Source: an optimization exercise on an open RTL-to-GDS flow (aim: small area). Production flows keep margins and buffers that such runs may drop.
In this exercise RTL edits were held to simulation tests only and were not proved equivalent to the original.
Power figures rest on the tool's default switching activity, not on a simulated workload.

P:
// uart_top
module uart_top #(
    parameter OPERAND_WIDTH = 512,
    parameter ADDER_WIDTH   = 32,
    parameter NBYTES        = OPERAND_WIDTH / 8,
    parameter CLK_FREQ      = 125_000_000,
    parameter BAUD_RATE     = 115_200
) (
    input wire iClk, iRst,
    input wire iRx,
    output wire oTx
);
Size: ~550 flip-flops, ~4 I/O pins, about 0.012 mm² of cells after synthesis.
export LEC_CHECK = 0
export CAP_MARGIN = 20
export CORE_MARGIN = 2
export CORE_UTILIZATION = 40
export CTS_BUF_LIST = sky130_fd_sc_hd__clkbuf_8
export CTS_CLUSTER_DIAMETER = 60
export CTS_CLUSTER_SIZE = 22
export PLACE_DENSITY = 0.6
export SLEW_MARGIN = 20
create_clock -name core_clock -period 13.0 [get_ports {iClk}]
standard.sh (not shown) runs the stock make flow with config.mk's settings and CLKGATE_MAP_FILE= SYNTH_SCRIPT=/design/flow/synth_recipe.tcl, a recipe that flattens the netlist after the stock synthesis.
==> flow/flow/run.sh <==
#!/bin/bash
# The standard layout with two changes:
#  - synthesis maps the logic with an area-oriented ABC script (flow/abc_area.script)
#    and leaves adders to ABC instead of mapping them to half/full adder cells first;
#    everything else in synth_recipe.tcl, and so every register, stays as it is;
#  - the port buffers are the smallest buffer cell;
#  - clock tree synthesis adds no dummy loads.
set -euo pipefail
here=$(pwd)
{
  echo 'set ::env(ADDER_MAP_FILE) ""'
  echo 'proc abc {args} {'
  echo '  set i [lsearch -exact $args -script]'
  echo "  lset args [expr {\$i+1}] $here/flow/abc_area.script"
  echo '  yosys abc {*}$args'
  echo '}'
  cat synth_recipe.tcl
} > area_synth.tcl
sed "s#SYNTH_SCRIPT=[^ ]*#SYNTH_SCRIPT=$here/area_synth.tcl#" standard.sh > area_standard.sh
grep -q "SYNTH_SCRIPT=$here/area_synth.tcl" area_standard.sh
export BUFFER_PORTS_ARGS="-buffer_cell sky130_fd_sc_hd__buf_1"
export CTS_ARGS="-sink_clustering_enable -repair_clock_nets -dont_use_dummy_load -buf_list sky130_fd_sc_hd__clkbuf_8 -tree_buf sky130_fd_sc_hd__clkbuf_2 -root_buf sky130_fd_sc_hd__clkbuf_4 -sink_clustering_size 22 -sink_clustering_max_diameter 60"
bash area_standard.sh > standard.log 2>&1
==> flow/flow/abc_area.script <==
&get -n
&st
&synch2
&dch -f
&nf -a -R 1000
&put
strash
&get -n
&synch2
&dch -f
&nf -a -R 1000
&put
stime -c
P went all the way through the flow, and no timing, DRC or antenna check failed.
Inputs modified between P and Q:
Settings: CORE_UTILIZATION now 55, was 40; PLACE_DENSITY now 0.7, was 0.6.
--- a/flow/flow/run.sh
+++ b/flow/flow/run.sh
@@ -20,4 +20,4 @@
 grep -q "SYNTH_SCRIPT=$here/area_synth.tcl" area_standard.sh
 export BUFFER_PORTS_ARGS="-buffer_cell sky130_fd_sc_hd__buf_1"
-export CTS_ARGS="-sink_clustering_enable -repair_clock_nets -dont_use_dummy_load -buf_list sky130_fd_sc_hd__clkbuf_8 -tree_buf sky130_fd_sc_hd__clkbuf_2 -root_buf sky130_fd_sc_hd__clkbuf_4 -sink_clustering_size 22 -sink_clustering_max_diameter 60"
+export CTS_ARGS="-sink_clustering_enable -repair_clock_nets -dont_use_dummy_load -buf_list sky130_fd_sc_hd__clkbuf_8 -sink_clustering_size 22 -sink_clustering_max_diameter 60"
 bash area_standard.sh > standard.log 2>&1
## What came out
Higher cell row count among P and Q: P. Per the comparison of Q with P, count of inserted antenna diode cells -1; met1 usage went up 5.3 points; first-iteration DRC count lost 6.7%; number of cells in the finished layout apart from fillers went down 110; total non-filler cell area in the finished layout fell 120 µm². Compared with P, Q shows a lower fmax.
Setup changes, Q to R
Settings: a change of CORE_UTILIZATION from 55 to 40; a change of PLACE_DENSITY from 0.7 to 0.6.
--- a/flow/flow/run.sh
+++ b/flow/flow/run.sh
@@ -20,4 +20,4 @@
 grep -q "SYNTH_SCRIPT=$here/area_synth.tcl" area_standard.sh
 export BUFFER_PORTS_ARGS="-buffer_cell sky130_fd_sc_hd__buf_1"
-export CTS_ARGS="-sink_clustering_enable -repair_clock_nets -dont_use_dummy_load -buf_list sky130_fd_sc_hd__clkbuf_8 -sink_clustering_size 22 -sink_clustering_max_diameter 60"
+export CTS_ARGS="-sink_clustering_enable -repair_clock_nets -dont_use_dummy_load -buf_list sky130_fd_sc_hd__clkbuf_8 -root_buf sky130_fd_sc_hd__clkbuf_16 -sink_clustering_size 22 -sink_clustering_max_diameter 60"
 bash area_standard.sh > standard.log 2>&1
==> notes.md <==
Die width: R higher than Q. Detailed route wirelength on metal2 in R is 28% lower than in Q. [compare] base=Q new=R: area growth from synthesis to layout rose by 1.5 points, clock period minus final worst setup slack -0.032 ns, arrival time of data at the critical path endpoint moved down, final-layout clock-cell area share went up 0.22 points. R: total cell area at the placement stage is about 1.1% higher than what Q reported. Q → R: required time reported for the critical path endpoint went down; routed wire length decreased by about 10% relative to the old numbers; post-route worst setup slack up 0.032 ns; design area +1.4%.
What S does differently from R at the input level:
--- a/flow/flow/run.sh
+++ b/flow/flow/run.sh
@@ -20,4 +20,4 @@
 grep -q "SYNTH_SCRIPT=$here/area_synth.tcl" area_standard.sh
 export BUFFER_PORTS_ARGS="-buffer_cell sky130_fd_sc_hd__buf_1"
-export CTS_ARGS="-sink_clustering_enable -repair_clock_nets -dont_use_dummy_load -buf_list sky130_fd_sc_hd__clkbuf_8 -root_buf sky130_fd_sc_hd__clkbuf_16 -sink_clustering_size 22 -sink_clustering_max_diameter 60"
+export CTS_ARGS="-sink_clustering_enable -repair_clock_nets -dont_use_dummy_load -buf_list sky130_fd_sc_hd__clkbuf_8 -sink_clustering_size 22 -sink_clustering_max_diameter 60"
 bash area_standard.sh > standard.log 2>&1
==> flow/flow/abc_area.script <==
&get -n
&st
&synch2
&dch -f
&nf -a -R 1000
&put
stime -c
Results
When S is measured against R, its multi-input logic area turns out about 2.7% higher. Worst max-slew margin expressed relative to the limit delta for S relative to R: 4.5 points lower. Between S and R, the difference in post-route cell area is negligible. Count of cell types in the netlist, S and R, lower one = R. Relative to R, arrival time of data at the critical path endpoint has increased by 0.05 ns in S. For R, the end of the critical path was rByte[4], unlike S, where it was rByte[5].
> inputs changed (S -> T)
==> flow/flow/run.sh <==
#!/bin/bash
# The standard layout with two changes:
#  - synthesis maps the logic with an area-oriented ABC script (flow/abc_area.script);
#    everything else in synth_recipe.tcl, and so every register, stays as it is;
#  - clock tree synthesis adds no dummy loads.
set -euo pipefail
here=$(pwd)
{
  echo 'proc abc {args} {'
  echo '  set i [lsearch -exact $args -script]'
  echo "  lset args [expr {\$i+1}] $here/flow/abc_area.script"
  echo '  yosys abc {*}$args'
  echo '}'
  cat synth_recipe.tcl
} > area_synth.tcl
sed "s#SYNTH_SCRIPT=[^ ]*#SYNTH_SCRIPT=$here/area_synth.tcl#" standard.sh > area_standard.sh
grep -q "SYNTH_SCRIPT=$here/area_synth.tcl" area_standard.sh
export CTS_ARGS="-sink_clustering_enable -repair_clock_nets -dont_use_dummy_load -buf_list sky130_fd_sc_hd__clkbuf_8 -sink_clustering_size 22 -sink_clustering_max_diameter 60"
bash area_standard.sh > standard.log 2>&1
==> flow/flow/abc_area.script <==
&get -n
&st
&syn2
&synch2
&dch -f
&nf -a
&put
strash
dch -f
map -a
topo
stime -c
--- outcome ---
- Total congestion overflow after global routing came out exactly the same in T and S.
- T: flow completed, timing, DRC and antenna clean
- Compared to S, T has post-route minimum period 0.42 ns higher.
- T reports a higher wire length of the first global-routing pass than S does.
- Cell area after layout: higher on T

Starting RTL as in the previous note.
## uart_top
module uart_top #(
    parameter OPERAND_WIDTH = 512,
    parameter ADDER_WIDTH   = 32,
    parameter NBYTES        = OPERAND_WIDTH / 8,
    parameter CLK_FREQ      = 125_000_000,
    parameter BAUD_RATE     = 115_200
) (
    input wire iClk, iRst,
    input wire iRx,
    output wire oTx
);
export LEC_CHECK = 0
export CAP_MARGIN = 20
export CORE_MARGIN = 2
export CORE_UTILIZATION = 40
export CTS_BUF_LIST = sky130_fd_sc_hd__clkbuf_8
export CTS_CLUSTER_DIAMETER = 60
export CTS_CLUSTER_SIZE = 22
export PLACE_DENSITY = 0.6
export SLEW_MARGIN = 20
create_clock -name core_clock -period 13.0 [get_ports {iClk}]
==> flow/flow/run.sh <==
#!/bin/bash
# The standard layout with these changes:
#  - synthesis maps the logic with an area-oriented ABC script (flow/abc_area.script)
#    and leaves adders to ABC instead of mapping them to half/full adder cells first;
#    everything else in synth_recipe.tcl, and so every register, stays as it is;
#  - the port buffers are the smallest buffer cell;
#  - clock tree synthesis adds no dummy loads, and uses clkbuf_4 above the leaf
#    buffers, which drive the registers and stay clkbuf_8.
set -euo pipefail
here=$(pwd)
{
  echo 'set ::env(ADDER_MAP_FILE) ""'
  echo 'proc abc {args} {'
  echo '  set i [lsearch -exact $args -script]'
  echo "  lset args [expr {\$i+1}] $here/flow/abc_area.script"
  echo '  yosys abc {*}$args'
  echo '}'
  cat synth_recipe.tcl
} > area_synth.tcl
sed "s#SYNTH_SCRIPT=[^ ]*#SYNTH_SCRIPT=$here/area_synth.tcl#" standard.sh > area_standard.sh
grep -q "SYNTH_SCRIPT=$here/area_synth.tcl" area_standard.sh
export BUFFER_PORTS_ARGS="-buffer_cell sky130_fd_sc_hd__buf_1"
export CTS_ARGS="-sink_clustering_enable -repair_clock_nets -dont_use_dummy_load -buf_list sky130_fd_sc_hd__clkbuf_8 -tree_buf sky130_fd_sc_hd__clkbuf_4 -root_buf sky130_fd_sc_hd__clkbuf_4 -sink_clustering_size 22 -sink_clustering_max_diameter 60"
bash area_standard.sh > standard.log 2>&1
==> flow/flow/abc_area.script <==
&get -n
&st
&synch2
&dch -f
&nf -a -R 1000
&put
strash
&get -n
&synch2
&dch -f
&nf -a -R 1000
&put
stime -c
Rerun with:
--- a/flow/flow/run.sh
+++ b/flow/flow/run.sh
@@ -2 +2 @@
-# The standard layout with these changes:
+# The standard layout with two changes:
@@ -7,2 +7 @@
-#  - clock tree synthesis adds no dummy loads, and uses clkbuf_4 above the leaf
-#    buffers, which drive the registers and stay clkbuf_8.
+#  - clock tree synthesis adds no dummy loads.
@@ -23 +22 @@
-export CTS_ARGS="-sink_clustering_enable -repair_clock_nets -dont_use_dummy_load -buf_list sky130_fd_sc_hd__clkbuf_8 -tree_buf sky130_fd_sc_hd__clkbuf_4 -root_buf sky130_fd_sc_hd__clkbuf_4 -sink_clustering_size 22 -sink_clustering_max_diameter 60"
+export CTS_ARGS="-sink_clustering_enable -repair_clock_nets -dont_use_dummy_load -buf_list sky130_fd_sc_hd__clkbuf_8 -sink_clustering_size 22 -sink_clustering_max_diameter 60 -sink_clustering_levels 1"
- The changed run completed with no timing, DRC or antenna violations
- count of clock-buffer cells in the layout does not change
- via count stays flat
- utilization is about the same
- maximum frequency drops by 3.8%
- routed wire length fell by 0.34%
Rerun with:
--- a/flow/flow/run.sh
+++ b/flow/flow/run.sh
@@ -22 +22 @@
-export CTS_ARGS="-sink_clustering_enable -repair_clock_nets -dont_use_dummy_load -buf_list sky130_fd_sc_hd__clkbuf_8 -sink_clustering_size 22 -sink_clustering_max_diameter 60 -sink_clustering_levels 1"
+export CTS_ARGS="-sink_clustering_enable -repair_clock_nets -dont_use_dummy_load -buf_list sky130_fd_sc_hd__clkbuf_8 -sink_clustering_size 24 -sink_clustering_max_diameter 60"
Settings changed: CORE_UTILIZATION 40 to 55, CTS_CLUSTER_SIZE 22 to 24, PLACE_DENSITY 0.6 to 0.7.
Result: The new run went through all stages and came out clean. Clock-buffer cell count came out lower by 2. Clock power drops by a few percent. Power falls slightly. Utilization grows by 16 points.
Rerun with:
--- a/flow/flow/run.sh
+++ b/flow/flow/run.sh
@@ -22 +22 @@
-export CTS_ARGS="-sink_clustering_enable -repair_clock_nets -dont_use_dummy_load -buf_list sky130_fd_sc_hd__clkbuf_8 -sink_clustering_size 24 -sink_clustering_max_diameter 60"
+export CTS_ARGS="-sink_clustering_enable -repair_clock_nets -dont_use_dummy_load -buf_list sky130_fd_sc_hd__clkbuf_8 -tree_buf sky130_fd_sc_hd__clkbuf_2 -root_buf sky130_fd_sc_hd__clkbuf_2 -sink_clustering_size 22 -sink_clustering_max_diameter 60"
Settings changed: CORE_UTILIZATION 55 to 40, CTS_CLUSTER_SIZE 24 to 22, PLACE_DENSITY 0.7 to 0.6.
Register-to-register slack gains 0.05 ns.
Total power barely changes.
Clock skew fell by 0.011 ns.
Via count is about the same.
Design area rises by 1.1%.
Core utilization is lower by 16 points.
Rerun with:
--- a/flow/flow/run.sh
+++ b/flow/flow/run.sh
@@ -6 +5,0 @@
-#  - the port buffers are the smallest buffer cell;
@@ -21,2 +20 @@
-export BUFFER_PORTS_ARGS="-buffer_cell sky130_fd_sc_hd__buf_1"
-export CTS_ARGS="-sink_clustering_enable -repair_clock_nets -dont_use_dummy_load -buf_list sky130_fd_sc_hd__clkbuf_8 -tree_buf sky130_fd_sc_hd__clkbuf_2 -root_buf sky130_fd_sc_hd__clkbuf_2 -sink_clustering_size 22 -sink_clustering_max_diameter 60"
+export CTS_ARGS="-sink_clustering_enable -repair_clock_nets -dont_use_dummy_load -buf_list sky130_fd_sc_hd__clkbuf_8 -sink_clustering_size 22 -sink_clustering_max_diameter 60"
==> flow/flow/abc_area.script (replaced) <==
&get -n
&st
&synch2
&dch -f
&nf -a -R 1000
&put
stime -c
Via count goes down by about 1.5%.
Total power goes up by about 0.34%.
Count of clock-buffer cells in the layout goes down by 1.
Non-clock buffer count stays the same.
Core utilization goes up by 0.16 points.
Design area goes up by 0.36%.
Setup slack degrades by 0.46 ns.
Rerun with:
--- a/flow/flow/run.sh
+++ b/flow/flow/run.sh
@@ -5,0 +6 @@
+#  - the port buffers are the smallest buffer cell;
@@ -20 +21,2 @@
-export CTS_ARGS="-sink_clustering_enable -repair_clock_nets -dont_use_dummy_load -buf_list sky130_fd_sc_hd__clkbuf_8 -sink_clustering_size 22 -sink_clustering_max_diameter 60"
+export BUFFER_PORTS_ARGS="-buffer_cell sky130_fd_sc_hd__buf_1"
+export CTS_ARGS="-sink_clustering_enable -repair_clock_nets -dont_use_dummy_load -buf_list {sky130_fd_sc_hd__clkbuf_4 sky130_fd_sc_hd__clkbuf_8} -sink_clustering_size 22 -sink_clustering_max_diameter 60"
==> flow/flow/abc_area.script (replaced) <==
&get -n
&st
&synch2
&dch -f
&nf -a -R 1000
&put
strash
&get -n
&synch2
&dch -f
&nf -a -R 1000
&put
stime -c
Outcome: Area after synthesis barely changes; hold slack hardly moves; clock skew decreases by 0.0068 ns; setup slack improved by 0.34 ns; non-clock buffer count does not change; fmax increases by a little under a tenth; count of clock-buffer cells in the layout increases by 1; core utilization barely changes; power increases slightly; global-route usage decreases by 0.18 points.

uart_top, a different RTL version from the one above (not shown whole).
For scale: roughly 550 flip-flops, roughly 4 I/O pins, about 12000 µm² of cells after synthesis.
clock: 13.0 ns
lec_check: 0
cap_margin: 20
core_margin: 2
core_utilization: 40
cts_buf_list: sky130_fd_sc_hd__clkbuf_8
place_density: 0.6
slew_margin: 20
run.sh (not shown) runs the stock make flow with config.mk's settings and CLKGATE_MAP_FILE= SYNTH_SCRIPT=/design/flow/synth_recipe.tcl, a recipe that flattens the netlist after the stock synthesis.
Stock flow here: none of the scripts above is used.
The starting point passed the timing, design-rule and antenna checks.
Change:
--- a/flow/config.mk
+++ b/flow/config.mk
@@ -11 +11,3 @@
-export CTS_BUF_LIST = sky130_fd_sc_hd__clkbuf_8
+export CTS_BUF_LIST = sky130_fd_sc_hd__clkbuf_16
+export CTS_CLUSTER_DIAMETER = 60
+export CTS_CLUSTER_SIZE = 32
What happened: Cell area shrinks by 5.5%. Worst hold slack barely changes. Area after synthesis does not change. Maximum frequency rises by 0.53%. Die area stays the same. Critical path depth stays the same. Count of clock-buffer cells in the layout decreases by 74. Total power drops by 14%. First-iteration DRC count shrinks by 12%. Worst setup slack gains 0.021 ns.

-- port drivers added, routing unchanged --
The results above use ideal ports. As a check the final layouts listed here were re-extracted and re-timed, cells and wires unchanged.
Step 1, drivers: a clkbuf_16 drives iClk and a buf_2 each remaining input, both assumed.
Step 2 times the ports against the registers' clock, not the clock port: input delays grow and output delays shrink by t, the midpoint of the rising clock arrivals with the driver on.
Slacks: ideal / step 1 / step 2; pairs: ideal / step 1.
run	shift t [ns]	setup slack, ns	cell pins on the clock port's net
P	0.760	9.007 / 9.027 / 8.268	1
Q	0.600	8.759 / 8.773 / 8.173	1
R	0.545	8.791 / 8.814 / 8.269	1
S	0.599	8.825 / 8.840 / 8.240	1
T	0.599	8.402 / 8.419 / 7.820	1
the first run of note 2	0.760	9.007 / 9.027 / 8.268	1
the second run of note 2	0.605	8.850 / 8.871 / 8.265	1
the third run of note 2	0.580	8.751 / 8.764 / 8.184	1
the fourth run of note 2	0.951	8.968 / 8.928 / 8.265	1
the fifth run of note 2	0.609	8.513 / 8.532 / 7.923	1
the sixth run of note 2	0.605	8.850 / 8.871 / 8.265	1
the first run of note 3	0.601	8.942 / 8.902 / 8.456	1
the second run of note 3	0.581	8.963 / 8.917 / 8.466	1
After both steps setup and hold are still met in every run listed.
